Background: an optimization exercise with open tools, aiming at a short achievable clock period and few clock cycles. Do not read the settings as production practice. Function was checked by simulation only, so behaviour that the tests miss may differ from the original. No activity file was given, so power comes from the tool's default toggle rates.

**flow/run.sh**
```bash
#!/bin/bash
# synth_recipe.tcl (not shown) runs the flow's synth.tcl, then flattens the netlist and writes it again
# the make line also repeats each setting of config.mk as NAME=value (left out here)
make -C /OpenROAD-flow-scripts/flow DESIGN_CONFIG=/design/flow/config.mk WORK_HOME=/design/flow/orfs CLKGATE_MAP_FILE= SYNTH_SCRIPT=/design/flow/synth_recipe.tcl finish
```
**flow/config.mk**
```make
export PLATFORM = sky130hd
export DESIGN_NAME = CHIP
export DESIGN_NICKNAME = CHIP
export VERILOG_FILES = /design/flow/design.v
export SDC_FILE = /design/flow/constraint.sdc
export NUM_CORES = 4
export LEC_CHECK = 0
export CAP_MARGIN = 20
export CORE_MARGIN = 2
export CORE_UTILIZATION = 30
export PLACE_DENSITY = 0.5
export SETUP_SLACK_MARGIN = 0.6
export SLEW_MARGIN = 20
```
**flow/constraint.sdc**
```tcl
create_clock -name core_clock -period 10.0 [get_ports {clk}]
set_input_delay 2.0000 -clock core_clock [delete_from_list [all_inputs] [get_ports {clk}]]
set_output_delay 2.0000 -clock core_clock [all_outputs]
set_load 0.01 [all_outputs]
```
**flow/design.v**
```verilog
module ALU(rst_n, alu_in_1, alu_in_2, alu_ctrl, alu_out, zero);
    input rst_n;
    input[31:0] alu_in_1;
    input[31:0] alu_in_2;
    output [31:0] alu_out;
    reg [31:0] alu_out_r;
    input[3:0] alu_ctrl;
    output reg zero;
    wire value_zero;
    assign alu_out = alu_out_r;
    assign value_zero = (alu_out_r == 32'b0);
    always @(*) begin
        if (!rst_n) begin
            zero = 0;
            alu_out_r = 0;
        end
        else begin 
            zero = alu_ctrl[2] & value_zero;   
            case(alu_ctrl)
                4'b0000: alu_out_r = alu_in_1 & alu_in_2;
                4'b0001: alu_out_r = alu_in_1 | alu_in_2;
                4'b0010: alu_out_r = alu_in_1 + alu_in_2;
                4'b0110: alu_out_r = alu_in_1 - alu_in_2;
                4'b1000: begin 
                    if ($signed(alu_in_1) < $signed(alu_in_2)) begin 
                        alu_out_r = 1;
                    end
                    else begin 
                        alu_out_r = 0;
                    end
                end
                4'b1001: alu_out_r = alu_in_1 << alu_in_2[4:0];
                4'b1010: alu_out_r = $signed(alu_in_1) >>> alu_in_2[4:0];
                default: alu_out_r = 0;
            endcase
        end
    end    
endmodule
module ALU_Control(rst_n, I_in, ALUOp, alu_ctrl_out);
    input rst_n;
    input [31:0] I_in;
    input [1:0] ALUOp;
    output reg [3:0] alu_ctrl_out;
    always @(*) begin
        if (!rst_n) begin
            alu_ctrl_out = 0;
        end
        else begin 
            case(ALUOp)
                2'b00: alu_ctrl_out = 4'b0010;
                2'b01: alu_ctrl_out = 4'b0110;
                2'b10: begin 
                    case(I_in[14:12])
                        3'b000: alu_ctrl_out = (I_in[30] & I_in[5]) ? 4'b0110 : 4'b0010;
                        3'b111: alu_ctrl_out = 4'b0000;
                        3'b110: alu_ctrl_out = 4'b0001;
                        3'b010: alu_ctrl_out = 4'b1000;  
                        3'b001: alu_ctrl_out = 4'b1001;  
                        3'b101: alu_ctrl_out = 4'b1010;  
                        default: alu_ctrl_out = 0;
                    endcase
                end                   
                2'b11: alu_ctrl_out = 4'b0010;
                default: alu_ctrl_out = 0;
            endcase
        end
    end
endmodule
module Control(rst_n, Con_in, Branch, MemRead, ALUOp, MemWrite, ALUSrc, RegWrite, RegWrite_src, Jal, Jalr, Auipc, Mul);
	input rst_n;
	input [7:0] Con_in;
	output reg Branch;
	output reg MemRead;
	output reg MemWrite;
	output reg ALUSrc;
	output reg RegWrite;
	output reg Jal;
	output reg Jalr;
	output reg [1:0] ALUOp;
	output reg [1:0] RegWrite_src;
	output reg Auipc;
	output reg Mul;
	always @(*) begin
		if (!rst_n) begin
            Branch = 0;
			MemRead = 0;
			RegWrite_src = 0;
			MemWrite = 0;
			ALUSrc = 0;
			RegWrite = 0;
			ALUOp = 0;
			Jal = 0;
			Jalr = 0;
			Auipc = 0;
			Mul = 0;
        end
        else begin 
	    	ALUSrc = (~Con_in[6] & (~Con_in[4] | ~Con_in[5])) | Con_in[2];
			RegWrite_src[0] = ~Con_in[5] & ~Con_in[4] ;   
			RegWrite_src[1] = Con_in[2] & Con_in[5];     
			RegWrite = Con_in[4] | ~Con_in[5] | Con_in[2];
			MemRead = ~Con_in[5] ;
			MemWrite = Con_in[5] & ~Con_in[4] & ~Con_in[6];
			Branch = Con_in[6] & ~Con_in[2];
			ALUOp[1] =  (Con_in[4] & ~Con_in[2]) | (Con_in[2] & Con_in[5]);
			ALUOp[0] = Con_in[6];
			Jal = Con_in[2] & Con_in[3];
			Jalr = ~Con_in[4] & ~Con_in[3] & Con_in[2];
			Auipc = Con_in[2] & ~Con_in[5];
			Mul = ~Con_in[6] & Con_in[5] & Con_in[4] & ~Con_in[3] & ~Con_in[2] & Con_in[1] & Con_in[0] & Con_in[7];
		end 
    end
endmodule
module Imm_Gen(rst_n, I_in, imm_out);
	input rst_n;
	input [31:0] I_in;
	output reg [31:0] imm_out;
	always @(*) begin
		if (!rst_n) begin
            imm_out = 0;
        end
		else begin 
			case (I_in[6:5])
				2'b00: begin
					imm_out = I_in[2] ? (I_in & {{20{1'b1}}, 12'b0}) : { {20{I_in[31]}}, I_in[31:20]};   
				end
				2'b01: imm_out = { {20{I_in[31]}}, I_in[31:25], I_in[11:7]};
				2'b10: imm_out = { {20{I_in[31]}}, I_in[31], I_in[7], I_in[30:25], I_in[11:8]};
				2'b11: begin
					case (I_in[3:2]) 
						2'b00: imm_out = { {20{I_in[31]}}, I_in[31], I_in[7], I_in[30:25], I_in[11:8]};  	 
						2'b01: imm_out = { {20{I_in[31]}}, I_in[31:20]};  									 
						2'b11: imm_out = { {12{I_in[31]}}, I_in[31], I_in[19:12], I_in[20], I_in[30:21]};	 
						default: imm_out = 0;
					endcase
				end 
				default : imm_out = 0;
			endcase
		end
	end
endmodule
module PC_CAL(rst_n, pc_in, pc_out, mul, mul_ready, jump_signal, jump_addr, read_data);
	input rst_n;
    input mul;
    input mul_ready;
    input  [1:0]  jump_signal;
    input  [31:0] jump_addr;
    input  [31:0] pc_in;
    input  [31:0] read_data;
    output reg [31:0] pc_out;
    always @(*) begin
    	if (!rst_n) begin
            pc_out = 0;
        end
        else begin
            if (mul) begin 
                if (mul_ready) begin 
                    pc_out = pc_in+4;
                end
                else begin 
                    pc_out = pc_in;
                end
            end
            else begin 
                case (jump_signal) 
                    2'b00: pc_out = pc_in+4;
                    2'b01: pc_out = pc_in+jump_addr;
                    2'b10: pc_out = read_data;
                    default: pc_out = 0;
                endcase  
            end
        end 
    end
endmodule
module RegWrite_Mux(rst_n, ctrl, pc, read_data, alu_result, regW_data, mul_ready, mul_out);
	input rst_n;
    input  [1:0]  ctrl;
    input  [31:0] pc;
    input  [31:0] read_data;
    input  [31:0] alu_result;
    input mul_ready;
    input [31:0] mul_out;
    output reg [31:0] regW_data;
    always @(*) begin
    	if (!rst_n) begin
            regW_data = 0;
        end
        else begin
            if (mul_ready) begin 
                regW_data = mul_out;
            end
            else begin 
                case (ctrl) 
                    2'b00: regW_data = alu_result;
                    2'b01: regW_data = read_data;
                    2'b10: regW_data = pc +4;
                    default: regW_data = 0;
                endcase  
            end
        end 
    end
endmodule
module multDiv(
    clk,
    rst_n,
    valid,
    ready,
    mode,
    in_A,
    in_B,
    out
);
    input         clk, rst_n;
    input         valid, mode;  
    input  [31:0] in_A, in_B;
    output [63:0] out;
    output ready;
    parameter IDLE = 2'b00;
    parameter MULT = 2'b01;
    parameter DIV  = 2'b10;
    parameter OUT  = 2'b11;
    reg  [ 1:0] state, state_nxt;
    reg  [ 4:0] counter, counter_nxt;
    reg  [63:0] shreg, shreg_nxt;
    reg  [31:0] alu_in, alu_in_nxt;
    reg  [32:0] alu_out;
    reg ready_c, ready_nxt;
    assign out = shreg;
    assign ready = ready_c;
    always @(*) begin
        case(state)
            IDLE: begin
                if (valid == 0)
                    state_nxt = IDLE;
                else 
                    if (mode == 0)
                        state_nxt = MULT;
                    else
                        state_nxt = DIV;
            end
            MULT: begin 
                if (counter == 5'd31)
                    state_nxt = OUT;
                else 
                    state_nxt = MULT;
            end
            DIV : begin 
                if (counter == 5'd31)
                    state_nxt = OUT;
                else 
                    state_nxt = DIV;
            end
            OUT : state_nxt = IDLE;
        endcase
    end
    always @(*) begin
        case(state)
            MULT: begin 
                if (counter == 5'd31)
                    ready_nxt = 1;
                else 
                    ready_nxt = 0;
            end
            DIV : begin 
                if (counter == 5'd31)
                    ready_nxt = 1;
                else 
                    ready_nxt = 0;
            end
            default : ready_nxt = 0;
        endcase
    end
    always @(*) begin
        if (state == MULT || state == DIV)
            counter_nxt = counter + 1;
        else
            counter_nxt = 0;
    end
    always @(*) begin
        case(state)
            IDLE: begin
                if (valid) alu_in_nxt = in_B;
                else       alu_in_nxt = 0;
            end
            OUT : alu_in_nxt = 0;
            default: alu_in_nxt = alu_in;
        endcase
    end
    always @(*) begin
        case(state)
            MULT: begin
                if (shreg[0] == 1)
                    alu_out = alu_in + shreg[63:32];
                else 
                    alu_out = shreg[63:32];
            end
            DIV: begin
                if (shreg[62:31] < alu_in)  
                    alu_out = {shreg[62:31], 1'b0};
                else
                    alu_out = {shreg[62:31] - alu_in, 1'b1};
            end
            default: alu_out = 33'b0;
        endcase
    end
    always @(*) begin
        case(state)
            IDLE: begin
                if (valid) shreg_nxt = {33'b0, in_A};
                else       shreg_nxt = 0;
            end
            MULT: begin
                shreg_nxt[63:31] = alu_out;
                shreg_nxt[30:0] = shreg[31:1];
            end
            DIV: begin
                shreg_nxt[63:32] = alu_out[32:1];
                shreg_nxt[31:1] = shreg[30:0];
                shreg_nxt[0] = alu_out[0];
            end
            default: shreg_nxt = shreg;
        endcase
    end
    always @(posedge clk or negedge rst_n) begin
        if (!rst_n) begin
            state   <= IDLE;
            counter <= 0;
            shreg   <= 0;
            alu_in  <= 0;
            ready_c <= 0;
        end
        else begin
            state   <= state_nxt;
            counter <= counter_nxt;
            shreg   <= shreg_nxt;
            alu_in  <= alu_in_nxt;
            ready_c <= ready_nxt;
        end
    end
endmodule
module CHIP(clk,
            rst_n,
            mem_wen_D,
            mem_addr_D,
            mem_wdata_D,
            mem_rdata_D,
            mem_addr_I,
            mem_rdata_I);
    input         clk, rst_n ;
    output        mem_wen_D  ;
    output [31:0] mem_addr_D ;
    output [31:0] mem_wdata_D;
    input  [31:0] mem_rdata_D;
    output [31:0] mem_addr_I ;
    input  [31:0] mem_rdata_I;
    reg    [31:0] PC          ;              
    wire   [31:0] PC_nxt      ;              
    wire          regWrite    ;              
    wire   [ 4:0] rs1, rs2, rd;              
    wire   [31:0] rs1_data    ;              
    wire   [31:0] rs2_data    ;              
    wire   [31:0] rd_data     ;              
    wire branch, memRead, memWrite, aluSrc2_imm;   
    wire [1:0] aluOp;  
    wire [1:0] regWrite_src;
    wire jal;   
    wire jalr;   
    wire jump;   
    wire auipc;
    wire [31:0] jump_addr;
    wire [31:0] imm_addr;  
    wire alu_equal;   
    wire [31:0] alu_in_1; 
    wire [31:0] alu_in_2;  
    wire [31:0] alu_out;
    wire [3:0] alu_ctrl_out;  
    wire mul;
    wire mul_ready;
    wire [31:0] mul_out;
    reg_file reg0(                           
        .clk(clk),                           
        .rst_n(rst_n),                       
        .wen(regWrite),                      
        .a1(rs1),                            
        .a2(rs2),                            
        .aw(rd),                             
        .d(rd_data),                         
        .q1(rs1_data),                       
        .q2(rs2_data));                      
    assign rs1 = mem_rdata_I[19:15];
    assign rs2 = mem_rdata_I[24:20];
    assign rd = mem_rdata_I[11:7];
    assign jump = (alu_equal & branch) | jal;
    assign jump_addr = imm_addr << 1;
    assign alu_in_1 = auipc ? PC : rs1_data;   
    assign alu_in_2 = aluSrc2_imm ? imm_addr : rs2_data;
    assign mem_wen_D = memWrite;
    assign mem_addr_I = PC;
    assign mem_addr_D = alu_out;
    assign mem_wdata_D = rs2_data;
    PC_CAL pc_cal(
        .rst_n(rst_n),
        .pc_in(PC), 
        .pc_out(PC_nxt), 
        .mul(mul),
        .mul_ready(mul_ready),
        .jump_signal({jalr, jump}), 
        .jump_addr(jump_addr),
        .read_data(alu_out)
    );
    Control control(
        .rst_n(rst_n),
        .Con_in({mem_rdata_I[25] ,mem_rdata_I[6:0]}), 
        .Branch(branch), 
        .MemRead(memRead), 
        .RegWrite_src(regWrite_src), 
        .ALUOp(aluOp), 
        .MemWrite(memWrite), 
        .ALUSrc(aluSrc2_imm), 
        .RegWrite(regWrite),
        .Jal(jal),
        .Jalr(jalr),
        .Auipc(auipc),
        .Mul(mul)
    );
    Imm_Gen imm_gen(
        .rst_n(rst_n),
        .I_in(mem_rdata_I), 
        .imm_out(imm_addr)
    );
    ALU_Control alu_ctrl(
        .rst_n(rst_n),
        .I_in(mem_rdata_I), 
        .ALUOp(aluOp), 
        .alu_ctrl_out(alu_ctrl_out)
    );
    ALU alu(
        .rst_n(rst_n),
        .alu_in_1(alu_in_1), 
        .alu_in_2(alu_in_2),
        .alu_ctrl(alu_ctrl_out),
        .alu_out(alu_out), 
        .zero(alu_equal)
    );
    RegWrite_Mux reg_mux(
        .rst_n(rst_n), 
        .ctrl(regWrite_src), 
        .pc(PC),
        .read_data(mem_rdata_D), 
        .alu_result(alu_out), 
        .regW_data(rd_data),
        .mul_ready(mul_ready),
        .mul_out(mul_out)
    );
    multDiv multdiv(
        .clk(clk),
        .rst_n(rst_n),
        .valid(mul),
        .ready(mul_ready),
        .mode(1'b0),
        .in_A(rs1_data),
        .in_B(rs2_data),
        .out(mul_out)
    );
    always @(posedge clk or negedge rst_n) begin
        if (!rst_n) begin
            PC <= 32'h00010000;  
        end
        else begin
            PC <= PC_nxt;
        end
    end
endmodule
module reg_file(clk, rst_n, wen, a1, a2, aw, d, q1, q2);
    parameter BITS = 32;
    parameter word_depth = 32;
    parameter addr_width = 5;  
    input clk, rst_n, wen;  
    input [BITS-1:0] d;
    input [addr_width-1:0] a1, a2, aw;
    output [BITS-1:0] q1, q2;
    reg [BITS-1:0] mem [0:word_depth-1];
    reg [BITS-1:0] mem_nxt [0:word_depth-1];
    integer i;
    assign q1 = mem[a1];
    assign q2 = mem[a2];
    always @(*) begin
        for (i=0; i<word_depth; i=i+1)
            mem_nxt[i] = (wen && (aw == i)) ? d : mem[i];
    end
    always @(posedge clk or negedge rst_n) begin
        if (!rst_n) begin
            mem[0] <= 0;
            for (i=1; i<word_depth; i=i+1) begin
                case(i)
                    32'd2: mem[i] <= 32'hbffffff0;
                    32'd3: mem[i] <= 32'h10008000;
                    default: mem[i] <= 32'h0;
                endcase
            end
        end
        else begin
            mem[0] <= 0;
            for (i=1; i<word_depth; i=i+1)
                mem[i] <= mem_nxt[i];
        end       
    end
endmodule
```
==> impl_metrics.sql <==
INSERT INTO impl_metrics (metric_group, metric, value, unit) VALUES
('worst_hold_path', 'hold_path.class', 'reg2reg', ''),
('critical_path', 'criticalPathCategory', 'in2out', ''),
('detailed_routing', 'antenna_violating_nets_post_route', '0', ''),
('pwr', 'p_sw', '0.004369', 'W'),
('grt', 'first_pass_grt_wire_length', '681200', 'um'),
('synth', 'synth_area', '0.07356', 'mm2'),
('outcome', 'status', 'timing/DRC/antenna clean', ''),
('pwr', 'seq_power_share', '37.7', '%'),
('synth', 'synth-seq-cells', '1128', ''),
('floorplan', 'die_w', '499.2', 'um'),
('cts', 'cts_made_buffers', '141', ''),
('synth', 'ys_dominant_reg_cell', 'dfrtp_1', ''),
('detailed_routing', 'route.detailed.vias_per_inst', '6.385', ''),
('floorplan', 'die_area', '0.2492', 'mm2'),
('detailed_routing', 'drtIter0Drc', '13715', ''),
('sta', 'timing.clock.skew', '0.07147', 'ns'),
('synth', 'fraction_of_the_yosys_area_taken_by_sequential_cells', '38.43', '%'),
('pwr', 'cellLeakagePower', '47.02', 'nW'),
('pwr', 'vdd_ir_drop_max', '0.1860', 'mV'),
('cells_and_area', 'final_common_cell', 'nand2_1', ''),
('sta', 'grt_setup_unrepaired', 'true', ''),
('cells_and_area', 'final_layout_size_suffix_gt1_share', '26.07', '%'),
('grt', 'grt_util_all_layers', '39.02', '%'),
('synth', 'number_of_enable_type_register_cells_in_the_synthesized_netlist', '0', ''),
('sta', 'report.final.setup_viol', '0', ''),
('floorplan', 'core_area', '0.2435', 'mm2'),
('critical_path', 'worst_setup_path_end_kind', 'primary output', ''),
('job', 'drv.max_cap_violation_count', '0', ''),
('cts', 'cts.sinks', '1128', ''),
('grt', 'via_count_of_the_first_global_routing_pass', '79239', ''),
('floorplan', 'placementRows', '181', ''),
('synth', 'average_cell_area_after_synthesis', '8.363', 'um2'),
('sta', 'final.period_utilization', '96.95', '%'),
('pwr', 'pwr_density_cell', '136.2', 'mW/mm2'),
('critical_path', 'worstPathArrival', '7.70', 'ns'),
('critical_path', 'timing.critical_path.mode_cell', 'buf_4', ''),
('sta', 'maxClockFrequency', '103.1', 'MHz'),
('synth', 'number_of_library_cell_types_mapped_by_synthesis', '104', ''),
('cells_and_area', 'area_growth', '34.04', '%'),
('place', 'placement.io_buffers', '162', ''),
('cells_and_area', 'finalNetCount', '10190', ''),
('detailed_routing', 'dr_total_vias', '84635', ''),
('pwr', 'p_int', '0.009060', 'W'),
('critical_path', 'crit_path_max_fanout', '8', ''),
('synth', 'post_synth_inst_count', '8795', ''),
('cts', 'clkTransAtPathRegs', '0.05', 'ns'),
('synth', 'async_flop_share', '100.0', '%'),
('cts', 'clock_tree.root_cell', 'clkbuf_16', ''),
('place', 'hpwl', '357900', 'um'),
('synth', 'mappedNetlistNets', '9066', ''),
('critical_path', 'critical_path.slowest_cell', 'or4_4', ''),
('floorplan', 'dieHeight', '499.2', 'um'),
('critical_path', 'worstSetupStartpointType', 'input port', ''),
('cts', 'cts-htree-levels', '4', ''),
('detailed_routing', 'drt_first_pass_iters', '9', ''),
('detailed_routing', 'wirelength', '504500', 'um'),
('synth', 'synth-warning-count', '12', ''),
('sta', 'final_max_slew_viol_count', '0', ''),
('sta', 'hold_viol_final', '0', ''),
('cts', 'tritoncts', 'done', ''),
('floorplan', 'initial_core_util', '30.21', '%'),
('pwr', 'power.share.switching', '32.53', '%'),
('grt', 'antenna_found_initial', '37', ''),
('detailed_routing', 'drcViolationCount', '0', ''),
('floorplan', 'ioPinCount', '163', ''),
('detailed_routing', 'wl_per_cell', '38.06', 'um'),
('grt', 'grt_start_max_net_pins', '130', ''),
('place', 'dpl_cell_area', '0.08925', 'mm2'),
('cells_and_area', 'layout.cells.most_common_list', 'nand2_1, buf_4, dfrtp_1', ''),
('cells_and_area', 'final_cell_area', '0.09859', 'mm2'),
('sta', 'fin_hold_ws', '0.4700', 'ns'),
('grt', 'grt.overflow.total', '0', ''),
('cts', 'clock_latency', '0.84', 'ns'),
('cts', 'cts-root-to-sink-buffers', '3', ''),
('pwr', 'p_clk_share', '41.6', '%'),
('place', 'gp_congestion', '1.037', ''),
('sta', 'finalWorstPathRequiredPeriod', '9.695', 'ns'),
('critical_path', 'cp_slowest_stage_delay', '0.52', 'ns'),
('sta', 'worst_slew_margin_rel', '17.06', '%'),
('sta', 'worst-slew-pin-transition', '1.244', 'ns'),
('pwr', 'combinational_share_of_power', '20.7', '%'),
('critical_path', 'cp.required', '8.00', 'ns');
-- path summary, 6_finish.rpt --
path	cells past startpoint	endpoint	startpoint	slack, ns
worst max-delay path	29	mem_addr_D[10]	mem_rdata_I[20]	0.30
worst min-delay path	1	multdiv.counter[0]	multdiv.counter[0]	0.47
worst max register to register	31	PC[27]	reg0.mem[11][7]	2.76
worst min register to register	1	multdiv.counter[0]	multdiv.counter[0]	0.47
max in group asynchronous	5	reg0.mem[27][14]	rst_n	5.80
min in group asynchronous	2	multdiv.shreg[7]	rst_n	1.25
-- synth_stat cells (all sizes together) (158+ instances only) --
master     n  area [um2]
nand2   1862        6989
dfrtp   1098       27480
o21ai    726        3637
clkbuf   646        2427
and3     633        3965
nor2     434        1629
a22oi    329        2470
a21oi    258        1291
mux2     213        2399
ha       200        2502
a221oi   196        1723
inv      173       649.4
a22o     158        1384
-- cells by family (layout without fill, tap and decap cells) --
kind of cell | Yosys count | after routing | share of synthesized area [%]
compound gates | 2433 | 2433 | 23.35
flops | 1128 | 1128 | 38.43
fa+ha+maj | 205 | 205 | 3.538
buf+inv | 930 | 2167 | 5.016
mux | 351 | 351 | 5.183
other cells | 0 | 19 | 0
simple gates | 3617 | 3620 | 22.93
xor+xnor | 131 | 131 | 1.560
-- critical path, delay by kind of cell --
| kind | cells | cell delay [ns] |
|---|---|---|
| compound gates | 7 | 1.58 |
| xor+xnor | 1 | 0.19 |
| fa+ha+maj | 1 | 0.18 |
| buf+inv | 11 | 1.99 |
| simple gates | 9 | 1.70 |
-- routing by layer --
metal | vias to the layer above | wire (um) | GRT usage, %
li1 | 34448 | - | -
met1 | 42092 | 201100 | 51.30
met2 | 6414 | 205600 | 55.97
met3 | 1663 | 62020 | 12.80
met4 | 18 | 35700 | 21.83
met5 | - | 107 | 0
-- through the flow --
step	power, W	std cells	utilization, %	setup slack [ns]	setup TNS [ns]
global route	0.01375	13242	40.48	0.2744	0
finish	0.01343	13256	40.50	0.3045	0
CTS	0.01327	13198	39.95	0.4404	0
floorplan	0.005987	8795	-	0.6263	0
detailed placement	0.007569	12807	36.66	-1.666	-73.54
global placement	0.007567	12807	36.66	-1.669	-78.16
-- power groups by stage --
stage | combinational [W] | sequential [W] | clock (W)
after floorplan | 0.00101 | 0.00498 | 0
after global placement | 0.00245 | 0.00512 | 0
after detailed placement | 0.00246 | 0.00511 | 0
after CTS | 0.00262 | 0.00504 | 0.00561
after global routing | 0.00287 | 0.00506 | 0.00581
final | 0.00278 | 0.00506 | 0.00559
-- layout make-up --
class | count | area, um2
Sequential cell | 1128 | 28270
Clock inverter | 66 | 900.9
Fill cell | 24366 | 144900
Timing Repair Buffer | 1728 | 15870
Inverter | 180 | 686.9
Tap cell | 3202 | 4006
Clock buffer | 193 | 4066
Multi-Input combinational cell | 6740 | 44750
Antenna cell | 19 | 47.55
-- state kept, by name, summed over array words and instances (netlist names), named ones only --
| register | count |
|---|---|
| multdiv.shreg | 64 |
| multdiv.counter | 5 |
| multdiv.alu_in | 32 |
| reg0.mem | 992 |
| multdiv.state | 1 |
| PC | 32 |
| multdiv.ready_c | 1 |
-- what timing repair did --
action	in CTS	in global routing
endpoints found under the setup margin	112	31
pin swaps	154	134
setup buffers	124	35
gates cloned	8	2
endpoints found under the hold margin	0	0
hold buffers	0	0
resized for setup	526	240
Testbench counts, summed over its fixed seeds: cycles 38,625.

==> afterwards: timing with drivers on the ports <==
The results above use ideal ports. As a check the final layout listed here was re-extracted and re-timed, cells and wires unchanged.
Step 1: set_driving_cell puts a clkbuf_16 on clk and a buf_2 on each other input, an assumption about the parent block.
Step 2 also shifts input and output timing later by t, the mid clock arrival at the registers, as if the neighbouring blocks saw the same clock.
Three values: ideal, step 1, step 2; two values: the first two.
t, ns: 0.904
setup WS [ns]: 0.305 / 0.266 / 0.266
slew at the worst register clock pin (ns): 0.07 / 0.07
cell pins on the clock port's net: 1
After both steps this run still meets setup and hold. The setup slack of this run moves by -0.039 ns with the drivers and by -0.039 ns with both steps.
